Context: an optimization exercise on an open-source flow, tuned for small area. The choices shown serve that exercise and are no tape-out recipe. Function was checked by simulation only, so behaviour that the tests miss may differ from the original. Power figures rest on the tool's default switching activity, not on a simulated workload.

==> module n4fpga_PWM_detection, before the edit <==
module  n4fpga_PWM_detection #(
	parameter				WIDTH = 20              
	) (
	input 					clock_3,
	input 					RGBval,                  
	input                   Reset,                   
	output reg	[WIDTH-1:0]	high_counter,            
	output reg	[WIDTH-1:0]	low_counter              
	);
	reg			[WIDTH-1:0]	run;                     
	reg			[WIDTH-1:0]	frz;                     
	reg 					lastval;                 
	wire rise, fall;                                 
	wire ld_h, hd_h, ld_l, hd_l, ld_f, keep, lastval_d;
	cw_nor2b u_rise (.a(lastval), .bn(RGBval),  .y(rise));    
	cw_nor2b u_fall (.a(RGBval),  .bn(lastval), .y(fall));    
	cw_nor2b u_ldh  (.a(Reset), .bn(rise), .y(ld_h));         
	cw_nor2  u_hdh  (.a(Reset), .b(rise),  .y(hd_h));         
	cw_nor2b u_ldl  (.a(Reset), .bn(fall), .y(ld_l));         
	cw_nor2  u_hdl  (.a(Reset), .b(fall),  .y(hd_l));         
	cw_or2   u_ldf  (.a(ld_h), .b(ld_l), .y(ld_f));           
	cw_nor3  u_keep (.a(Reset), .b(rise), .c(fall), .y(keep));  
	cw_nor2b u_last (.a(Reset), .bn(RGBval), .y(lastval_d));
	wire [WIDTH-1:0] run_d, frz_d, high_d, low_d;
	wire [WIDTH-1:0] carry;                          
	wire [WIDTH-1:0] cnt_x;
	assign carry[1] = run[0];
	cw_nor2b u_b0 (.a(run[0]), .bn(keep), .y(run_d[0]));
	genvar i;
	generate
		for (i = 1; i < WIDTH; i = i + 1) begin : g_cnt
			cw_oai21 u_x (.a(run[i]), .b(carry[i]), .c(keep), .y(cnt_x[i]));
			cw_aoi21 u_y (.a(run[i]), .b(carry[i]), .c(cnt_x[i]), .y(run_d[i]));
			if (i < WIDTH - 1) begin : g_c
				cw_and2 u_c (.a(carry[i]), .b(run[i]), .y(carry[i+1]));
			end
		end
		for (i = 0; i < WIDTH; i = i + 1) begin : g_hold
			cw_ao22 u_f (.a(ld_f), .b(run[i]), .c(keep), .d(frz[i]),          .y(frz_d[i]));
			cw_ao22 u_h (.a(ld_h), .b(frz[i]), .c(hd_h), .d(high_counter[i]), .y(high_d[i]));
			cw_ao22 u_l (.a(ld_l), .b(frz[i]), .c(hd_l), .d(low_counter[i]),  .y(low_d[i]));
		end
	endgenerate
	always @(posedge clock_3) begin
		lastval      <= lastval_d;
		run          <= run_d;
		frz          <= frz_d;
		high_counter <= high_d;
		low_counter  <= low_d;
	end
endmodule
clock: 6.0 ns
lec_check: 0
abc_area: 1
abc_clock_period_in_ps: 6000
cap_margin: 5
core_margin: 2
core_utilization: 40
cts_buf_list: sky130_fd_sc_hd__clkbuf_8 sky130_fd_sc_hd__clkbuf_16
cts_cluster_diameter: 100
cts_cluster_size: 30
gpl_timing_driven: 0
slew_margin: 5
synth_hierarchical: 1
standard.sh (not shown) runs the stock make flow with config.mk's settings and CLKGATE_MAP_FILE= SYNTH_SCRIPT=/design/flow/synth_recipe.tcl, a recipe that flattens the netlist after the stock synthesis.
==> flow/flow/run.sh <==
#!/bin/bash
# Layout flow: the standard ORFS flow (standard.sh) with three changes.
#  1. Synthesis maps logic with an area-oriented ABC script (amap) instead of
#     ORFS's delay-oriented one; everything else in synthesis is unchanged
#     (same registers, same names).
#  2. Port buffers use the smallest buffer cell (buf_1).
#  3. CTS uses no dummy loads and larger sink clusters.
# Each make run's full output goes to a log file in the work folder; ORFS
# also keeps its per-step logs under orfs/logs.
set -euo pipefail
W=$PWD

rm -rf "$W/scripts_area"
cp -r "$FLOW_HOME/scripts" "$W/scripts_area"
cp "$W/flow/abc_area.script" "$W/scripts_area/abc_area.script"

bash "$W/standard.sh" SCRIPTS_DIR="$W/scripts_area" synth > "$W/flow_synth.log" 2>&1

bash "$W/standard.sh" \
  BUFFER_PORTS_ARGS="-buffer_cell sky130_fd_sc_hd__buf_1" \
  CTS_ARGS="$(cat "$W/flow/cts_args.txt")" \
  finish > "$W/flow_layout.log" 2>&1
==> flow/flow/abc_area.script <==
strash
dch
amap
topo
==> flow/flow/cts_args.txt <==
-sink_clustering_enable -repair_clock_nets -dont_use_dummy_load -buf_list {sky130_fd_sc_hd__clkbuf_8} -sink_clustering_size 18 -sink_clustering_max_diameter 80
Then changed:
--- a/flow/design.v
+++ b/flow/design.v
@@ -11,35 +11,44 @@
 	reg			[WIDTH-1:0]	run;                     
 	reg			[WIDTH-1:0]	frz;                     
 	reg 					lastval;                 
+	localparam NG = 2;
+	localparam GS = (WIDTH + NG - 1) / NG;           
 	wire rise, fall;                                 
-	wire ld_h, hd_h, ld_l, hd_l, ld_f, keep, lastval_d;
+	wire lastval_d;
+	wire [NG-1:0] ld_h, hd_h, ld_l, hd_l, ld_f, keep_c, keep_f;
 	cw_nor2b u_rise (.a(lastval), .bn(RGBval),  .y(rise));    
 	cw_nor2b u_fall (.a(RGBval),  .bn(lastval), .y(fall));    
-	cw_nor2b u_ldh  (.a(Reset), .bn(rise), .y(ld_h));         
-	cw_nor2  u_hdh  (.a(Reset), .b(rise),  .y(hd_h));         
-	cw_nor2b u_ldl  (.a(Reset), .bn(fall), .y(ld_l));         
-	cw_nor2  u_hdl  (.a(Reset), .b(fall),  .y(hd_l));         
-	cw_or2   u_ldf  (.a(ld_h), .b(ld_l), .y(ld_f));           
-	cw_nor3  u_keep (.a(Reset), .b(rise), .c(fall), .y(keep));  
 	cw_nor2b u_last (.a(Reset), .bn(RGBval), .y(lastval_d));
+	genvar g;
+	generate
+		for (g = 0; g < NG; g = g + 1) begin : g_ctl
+			cw_nor2b u_ldh  (.a(Reset), .bn(rise), .y(ld_h[g]));    
+			cw_nor2  u_hdh  (.a(Reset), .b(rise),  .y(hd_h[g]));    
+			cw_nor2b u_ldl  (.a(Reset), .bn(fall), .y(ld_l[g]));    
+			cw_nor2  u_hdl  (.a(Reset), .b(fall),  .y(hd_l[g]));    
+			cw_or2   u_ldf  (.a(ld_h[g]), .b(ld_l[g]), .y(ld_f[g]));  
+			cw_nor3  u_kc   (.a(Reset), .b(rise), .c(fall), .y(keep_c[g]));  
+			cw_nor3  u_kf   (.a(Reset), .b(rise), .c(fall), .y(keep_f[g]));  
+		end
+	endgenerate
 	wire [WIDTH-1:0] run_d, frz_d, high_d, low_d;
 	wire [WIDTH-1:0] carry;                          
 	wire [WIDTH-1:0] cnt_x;
 	assign carry[1] = run[0];
-	cw_nor2b u_b0 (.a(run[0]), .bn(keep), .y(run_d[0]));
+	cw_nor2b u_b0 (.a(run[0]), .bn(keep_c[0]), .y(run_d[0]));
 	genvar i;
 	generate
 		for (i = 1; i < WIDTH; i = i + 1) begin : g_cnt
-			cw_oai21 u_x (.a(run[i]), .b(carry[i]), .c(keep), .y(cnt_x[i]));
+			cw_oai21 u_x (.a(run[i]), .b(carry[i]), .c(keep_c[i/GS]), .y(cnt_x[i]));
 			cw_aoi21 u_y (.a(run[i]), .b(carry[i]), .c(cnt_x[i]), .y(run_d[i]));
 			if (i < WIDTH - 1) begin : g_c
 				cw_and2 u_c (.a(carry[i]), .b(run[i]), .y(carry[i+1]));
 			end
 		end
 		for (i = 0; i < WIDTH; i = i + 1) begin : g_hold
-			cw_ao22 u_f (.a(ld_f), .b(run[i]), .c(keep), .d(frz[i]),          .y(frz_d[i]));
-			cw_ao22 u_h (.a(ld_h), .b(frz[i]), .c(hd_h), .d(high_counter[i]), .y(high_d[i]));
-			cw_ao22 u_l (.a(ld_l), .b(frz[i]), .c(hd_l), .d(low_counter[i]),  .y(low_d[i]));
+			cw_ao22 u_f (.a(ld_f[i/GS]), .b(run[i]), .c(keep_f[i/GS]), .d(frz[i]),          .y(frz_d[i]));
+			cw_ao22 u_h (.a(ld_h[i/GS]), .b(frz[i]), .c(hd_h[i/GS]), .d(high_counter[i]), .y(high_d[i]));
+			cw_ao22 u_l (.a(ld_l[i/GS]), .b(frz[i]), .c(hd_l[i/GS]), .d(low_counter[i]),  .y(low_d[i]));
 		end
 	endgenerate
 	always @(posedge clock_3) begin
Die area went up by 1.6%. Worst setup slack improves by 3.5 ps. Cell area shrinks by 0.59%. Clock skew stays flat. Maximum frequency is about the same. Critical path depth is unchanged. Register-to-register slack stays flat. Total power hardly moves.

[re-timing with driven ports]
In the flow no input, the clock included, has a driving cell. The finished layouts below were timed again as built, in two steps.
Step 1 assumes that a clkbuf_16 drives the clock port and a buf_2 every other input.
Step 2, shift: input delay + t, output delay - t, t = (earliest + latest rising clock arrival at the registers) / 2. This alone moves slack from input paths to output paths.
a / b / c = ideal ports / drivers / drivers and shift; a / b = the first two.
| run | t (ns) | setup WS [ns] | worst hold slack (ns) | clock arrival spread, ns | cell pins on the clock port's net |
|---|---|---|---|---|---|
| the first run | 0.526 | 1.870 / 1.870 / 1.870 | 0.456 / 0.456 / 0.456 | 0.038 / 0.037 | 1 |
| the second run | 0.525 | 1.873 / 1.873 / 1.873 | 0.462 / 0.462 / 0.462 | 0.036 / 0.036 | 1 |
After both steps setup and hold are still met in every run listed.
